This is an optimization exercise on Yosys and OpenROAD, whose aim is small area, not a production implementation. Function was checked by simulation only, so behaviour that the tests miss may differ from the original. Power and IR drop assume default switching activity.

## PSEC6_spi
module PSEC6_spi (
    input logic rstn,  
    input logic spi_clk,
    input logic pico,
    input logic cs,  
    input logic trigger_in,  
    input logic [7:0] poci_ch,  
    input logic [7:0] stop_request,
    output logic poci,
    output logic trigger_out,
    output logic [7:0] test_point_control,  
    output logic clk_enable,
    output logic [5:0] vco_digital_band,  
    output logic [4:0] ref_clk_tgate_control,  
    output logic slow_mode,  
    output logic pfd_switch,  
    output logic pll_switch,  
    output logic [7:0] lpf_resistor_sel,  
    output logic [1:0] mode,  
    output logic [7:0] disc_polarity,  
    output logic [2:0] select_reg,  
    output logic inst_rst,  
    output logic inst_readout,  
    output logic inst_start  
);
Size in the first run: ~70 I/O pins.
Settings: LEC_CHECK=0, CAP_MARGIN=20, CORE_MARGIN=2, CORE_UTILIZATION=40, SLEW_MARGIN=20; clock period 25.0 ns.
run.sh (not shown) runs the stock make flow with config.mk's settings and CLKGATE_MAP_FILE= SYNTH_SCRIPT=/design/flow/synth_recipe.tcl, a recipe that flattens the netlist after the stock synthesis.
The baseline went through all stages and came out clean.
Then changed:
==> flow/flow/run.sh (new file) <==
#!/bin/bash
# The standard layout, with three changes:
#  - the standard synthesis's combinational logic is re-mapped by ABC for area (registers untouched),
#  - each port gets the smallest buffer,
#  - the clock tree uses small clock buffers and no dummy loads.
set -euo pipefail
W=$(pwd)
R=$W/orfs/results/$FLOW_PLATFORM/PSEC6_spi/base
LIB=$FLOW_HOME/platforms/$FLOW_PLATFORM/lib/sky130_fd_sc_hd__tt_025C_1v80.lib
YOSYS=$FLOW_HOME/../tools/install/yosys/bin/yosys
[[ -x $YOSYS ]] || YOSYS=yosys

export BUFFER_PORTS_ARGS="-buffer_cell sky130_fd_sc_hd__buf_1"
export REMOVE_ABC_BUFFERS=1
export CTS_ARGS="-sink_clustering_enable -repair_clock_nets -dont_use_dummy_load -buf_list {sky130_fd_sc_hd__clkbuf_4 sky130_fd_sc_hd__clkbuf_8}"

bash standard.sh synth > synth.log 2>&1

DONT=$(grep -o 'sky130_fd_sc_hd__\(probe\|lpflow\)[a-z0-9_]*' $FLOW_HOME/platforms/$FLOW_PLATFORM/config.mk | sort -u | sed 's/^/-dont_use /' | tr '\n' ' ')
cp $R/1_2_yosys.v $W/std_1_2_yosys.v
sed -e "s#@LIB@#$LIB#g" -e "s#@IN@#$W/std_1_2_yosys.v#" -e "s#@OUT@#$R/1_2_yosys.v#" -e "s#@TOP@#$FLOW_TOP#" \
    -e "s#@DONTUSE@#$DONT#" -e "s#@SCRIPT@#$W/flow/remap.abc#" flow/remap.ys.in > remap.ys
$YOSYS -s remap.ys > remap.log 2>&1
rm -f $R/1_synth.odb $R/1_synth.sdc

bash standard.sh > standard.log 2>&1
==> flow/flow/remap.abc (new file) <==
strash
dch
amap
==> flow/flow/remap.ys.in (new file) <==
# Re-map the standard synthesis's combinational logic for area; registers are kept as they are.
read_liberty -ignore_miss_func @LIB@
blackbox sky130_fd_sc_hd__df* sky130_fd_sc_hd__sdf* sky130_fd_sc_hd__edf* sky130_fd_sc_hd__sedf* sky130_fd_sc_hd__dl* sky130_fd_sc_hd__conb_1
read_verilog @IN@
hierarchy -top @TOP@
flatten
opt_clean -purge
stat
abc -liberty @LIB@ @DONTUSE@ -script @SCRIPT@
opt_clean -purge
hilomap -singleton -hicell sky130_fd_sc_hd__conb_1 HI -locell sky130_fd_sc_hd__conb_1 LO
insbuf -buf sky130_fd_sc_hd__buf_1 A X
splitnets
opt_clean -purge
rename -hide w:*.*
rename -enumerate -pattern rmw_% w:*
rename -enumerate -pattern rmc_% c:*
check
stat -liberty @LIB@
write_verilog -noattr -noexpr -nohex -nodec @OUT@
==> flow/standard.sh (new file) <==
#!/bin/bash
# synth_recipe.tcl (not shown) runs the flow's synth.tcl, then flattens the netlist and writes it again
# the make line also repeats each setting of config.mk as NAME=value (left out here)
make -C /OpenROAD-flow-scripts/flow DESIGN_CONFIG=/design/flow/config.mk WORK_HOME=/design/flow/orfs CLKGATE_MAP_FILE= SYNTH_SCRIPT=/design/flow/synth_recipe.tcl "${@:-finish}"
removed: flow/run.sh
Clock power falls by about 30%.
Final cell count rose by 17%.
Die area decreases by 8.5%.
Then changed:
==> flow/flow/run.sh (replaced) <==
#!/bin/bash
set -euo pipefail
export BUFFER_PORTS_ARGS="-buffer_cell sky130_fd_sc_hd__buf_1"
export REMOVE_ABC_BUFFERS=1
export CTS_ARGS="-sink_clustering_enable -repair_clock_nets -dont_use_dummy_load -buf_list {sky130_fd_sc_hd__clkbuf_4 sky130_fd_sc_hd__clkbuf_8}"
bash standard.sh > standard.log 2>&1
removed: flow/flow/remap.abc
removed: flow/flow/remap.ys.in
After rerunning:
- The new run produced a clean layout
- worst hold slack improves by 0.062 ns
- cell area went up by 7.8%
- combinational power went up to 3.3 times its value
- sequential power went up by about 5%
- cell count went down by 15%
- die area went up by 9.3%
Then changed:
==> flow/run.sh (new file) <==
#!/bin/bash
# synth_recipe.tcl (not shown) runs the flow's synth.tcl, then flattens the netlist and writes it again
# the make line also repeats each setting of config.mk as NAME=value (left out here)
make -C /OpenROAD-flow-scripts/flow DESIGN_CONFIG=/design/flow/config.mk WORK_HOME=/design/flow/orfs CLKGATE_MAP_FILE= SYNTH_SCRIPT=/design/flow/synth_recipe.tcl finish
Settings changed: CTS_BUF_LIST set to sky130_fd_sc_hd__clkbuf_4 sky130_fd_sc_hd__clkbuf_8.
removed: flow/flow/run.sh
removed: flow/standard.sh
The changed run produced a clean layout.
Area after synthesis stays the same.
Wire length grows by 3.1%.
Core utilization grows by 3.5 points.
Cell area grows by 7.7%.


PSEC6_spi, a different RTL version from the one above (not shown whole).
Settings: LEC_CHECK=0, CAP_MARGIN=5, CORE_MARGIN=2, CORE_UTILIZATION=40, GPL_TIMING_DRIVEN=0, SLEW_MARGIN=5; clock period 25.0 ns.
standard.sh (not shown) runs the stock make flow with config.mk's settings and CLKGATE_MAP_FILE= SYNTH_SCRIPT=/design/flow/synth_recipe.tcl, a recipe that flattens the netlist after the stock synthesis.
==> flow/flow/run.sh <==
#!/bin/bash
# The standard layout (standard.sh), with these changes:
#  - the standard synthesis's combinational logic is re-mapped by ABC for area; the registers
#    are kept exactly as the standard synthesis made them (names and cells). Several ABC runs
#    (plain area mapping, and &deepsyn with different seeds) are tried and the smallest is kept;
#  - the reset input's ~90 loads are split among a few small buffers up front (fanout.py), so
#    the resizer does not build a chain of large buffers for it;
#  - each port gets the smallest buffer (buffer_ports -buffer_cell buf_1);
#  - the clock tree uses clkbuf_4/clkbuf_8 and no dummy loads.
# Every tool's output goes to a log file in the work folder: synth.log, remap/*.log,
# remap/fanout.log, standard.log (and ORFS's own logs under orfs/logs).
set -euo pipefail
W=$(pwd)
R=$W/orfs/results/$FLOW_PLATFORM/PSEC6_spi/base
LIB=$FLOW_HOME/platforms/$FLOW_PLATFORM/lib/sky130_fd_sc_hd__tt_025C_1v80.lib
YOSYS=$FLOW_HOME/../tools/install/yosys/bin/yosys
[[ -x $YOSYS ]] || YOSYS=yosys
NJ=${NUM_CORES:-4}

export BUFFER_PORTS_ARGS="-buffer_cell sky130_fd_sc_hd__buf_1"
export REMOVE_ABC_BUFFERS=0
export CTS_ARGS="-sink_clustering_enable -repair_clock_nets -dont_use_dummy_load -buf_list {sky130_fd_sc_hd__clkbuf_4 sky130_fd_sc_hd__clkbuf_8}"

bash standard.sh synth > synth.log 2>&1

DONT="$(grep -o 'sky130_fd_sc_hd__\(probe\|lpflow\)[a-z0-9_]*' $FLOW_HOME/platforms/$FLOW_PLATFORM/config.mk | sort -u | sed 's/^/-dont_use /' | tr '\n' ' ')"
for c in buf_2 buf_4 buf_6 buf_8 buf_12 buf_16 inv_2 inv_4 inv_6 inv_8 inv_12 inv_16; do DONT="$DONT -dont_use sky130_fd_sc_hd__$c"; done
DONT="$DONT -dont_use *clkbuf* -dont_use *clkinv* -dont_use *dly* -dont_use *bufbuf* -dont_use *bufinv*"
cp $R/1_2_yosys.v $W/std_1_2_yosys.v

mkdir -p $W/remap
run_one() {  # run_one NAME INPUT: re-map INPUT with the ABC script remap/NAME.abc
  local n=$1 in=$2
  sed -e "s#@LIB@#$LIB#g" -e "s#@IN@#$in#" -e "s#@OUT@#$W/remap/$n.v#" -e "s#@TOP@#$FLOW_TOP#" \
      -e "s#@DONTUSE@#$DONT#" -e "s#@SCRIPT@#$W/remap/$n.abc#" flow/remap.ys.in > $W/remap/$n.ys
  $YOSYS -s $W/remap/$n.ys > $W/remap/$n.log 2>&1 || true
}
run_round() {  # run_round INPUT NAME...: run each candidate, NUM_CORES at a time
  local in=$1; shift
  local i=0
  for n in "$@"; do
    run_one $n $in &
    i=$((i+1))
    if (( i % NJ == 0 )); then wait; fi
  done
  wait
}
pick_best() {  # pick_best NAME...: the candidate with the smallest cell area
  best=""; besta=""
  for n in "$@"; do
    a=$(grep "Chip area for module" $W/remap/$n.log 2>/dev/null | tail -1 | awk '{print $NF}')
    [[ -n "$a" && -s $W/remap/$n.v ]] || continue
    echo "$n $a" >> $W/remap/areas.txt
    if [[ -z "$besta" ]] || awk -v a=$a -v b=$besta 'BEGIN{exit !(a<b)}'; then best=$n; besta=$a; fi
  done
}
deep() { printf 'strash\n&get -n\n&deepsyn -T 60 -S %d\n&put\ndch -f\namap -A 50 -F 4 -C 2000\n' $1; }

# from the standard synthesis: plain area mapping, and deep AIG synthesis with 12 seeds
printf 'strash\ndch\namap\n' > $W/remap/a0.abc
names="a0"
for s in 0 1 2 3 4 5 6 7 8 9 10 11; do deep $s > $W/remap/a$((s+1)).abc; names="$names a$((s+1))"; done
run_round $W/std_1_2_yosys.v $names
pick_best $names
echo "best $best $besta" >> $W/remap/areas.txt
python3 flow/fanout.py $W/remap/$best.v $R/1_2_yosys.v rstn:24 sky130_fd_sc_hd__buf_2 > $W/remap/fanout.log 2>&1
rm -f $R/1_synth.odb $R/1_synth.sdc

bash standard.sh > standard.log 2>&1
Other scripts of this flow, unchanged in this note and not shown: flow/flow/fanout.py, flow/flow/remap.ys.in
The starting point completed without violations.
Next try:
Settings changed: CORE_UTILIZATION 40 to 65, PLACE_DENSITY set to 0.8.
Die area drops by 37%. Power falls by about 0.9%. Sequential power stays flat. Clock-buffer cell count stays the same. Cell area is lower by 1.1%. Critical path depth came out higher by 2. Worst setup slack is better by 0.016 ns. Wire length went down by about 8%. Global-route usage climbs by 10 points. Cell count decreases by about 6%.
Next try:
Settings changed: CAP_MARGIN 5 to 20, CORE_UTILIZATION 65 to 40, PLACE_DENSITY 0.8 to not set, SLEW_MARGIN 5 to 20.
Via count went down by 4.3%.
Clock-buffer cell count does not change.
Die area increases by 59%.
Global-route usage drops by 10 points.
Worst hold slack improves by 0.027 ns.
Setup slack got worse by 0.014 ns.
Wire length is higher by 10%.
Power is higher by 1.1%.
Cell count climbs by 7.1%.
Register-to-register slack loses 0.03 ns.
Synthesized cell count is unchanged.
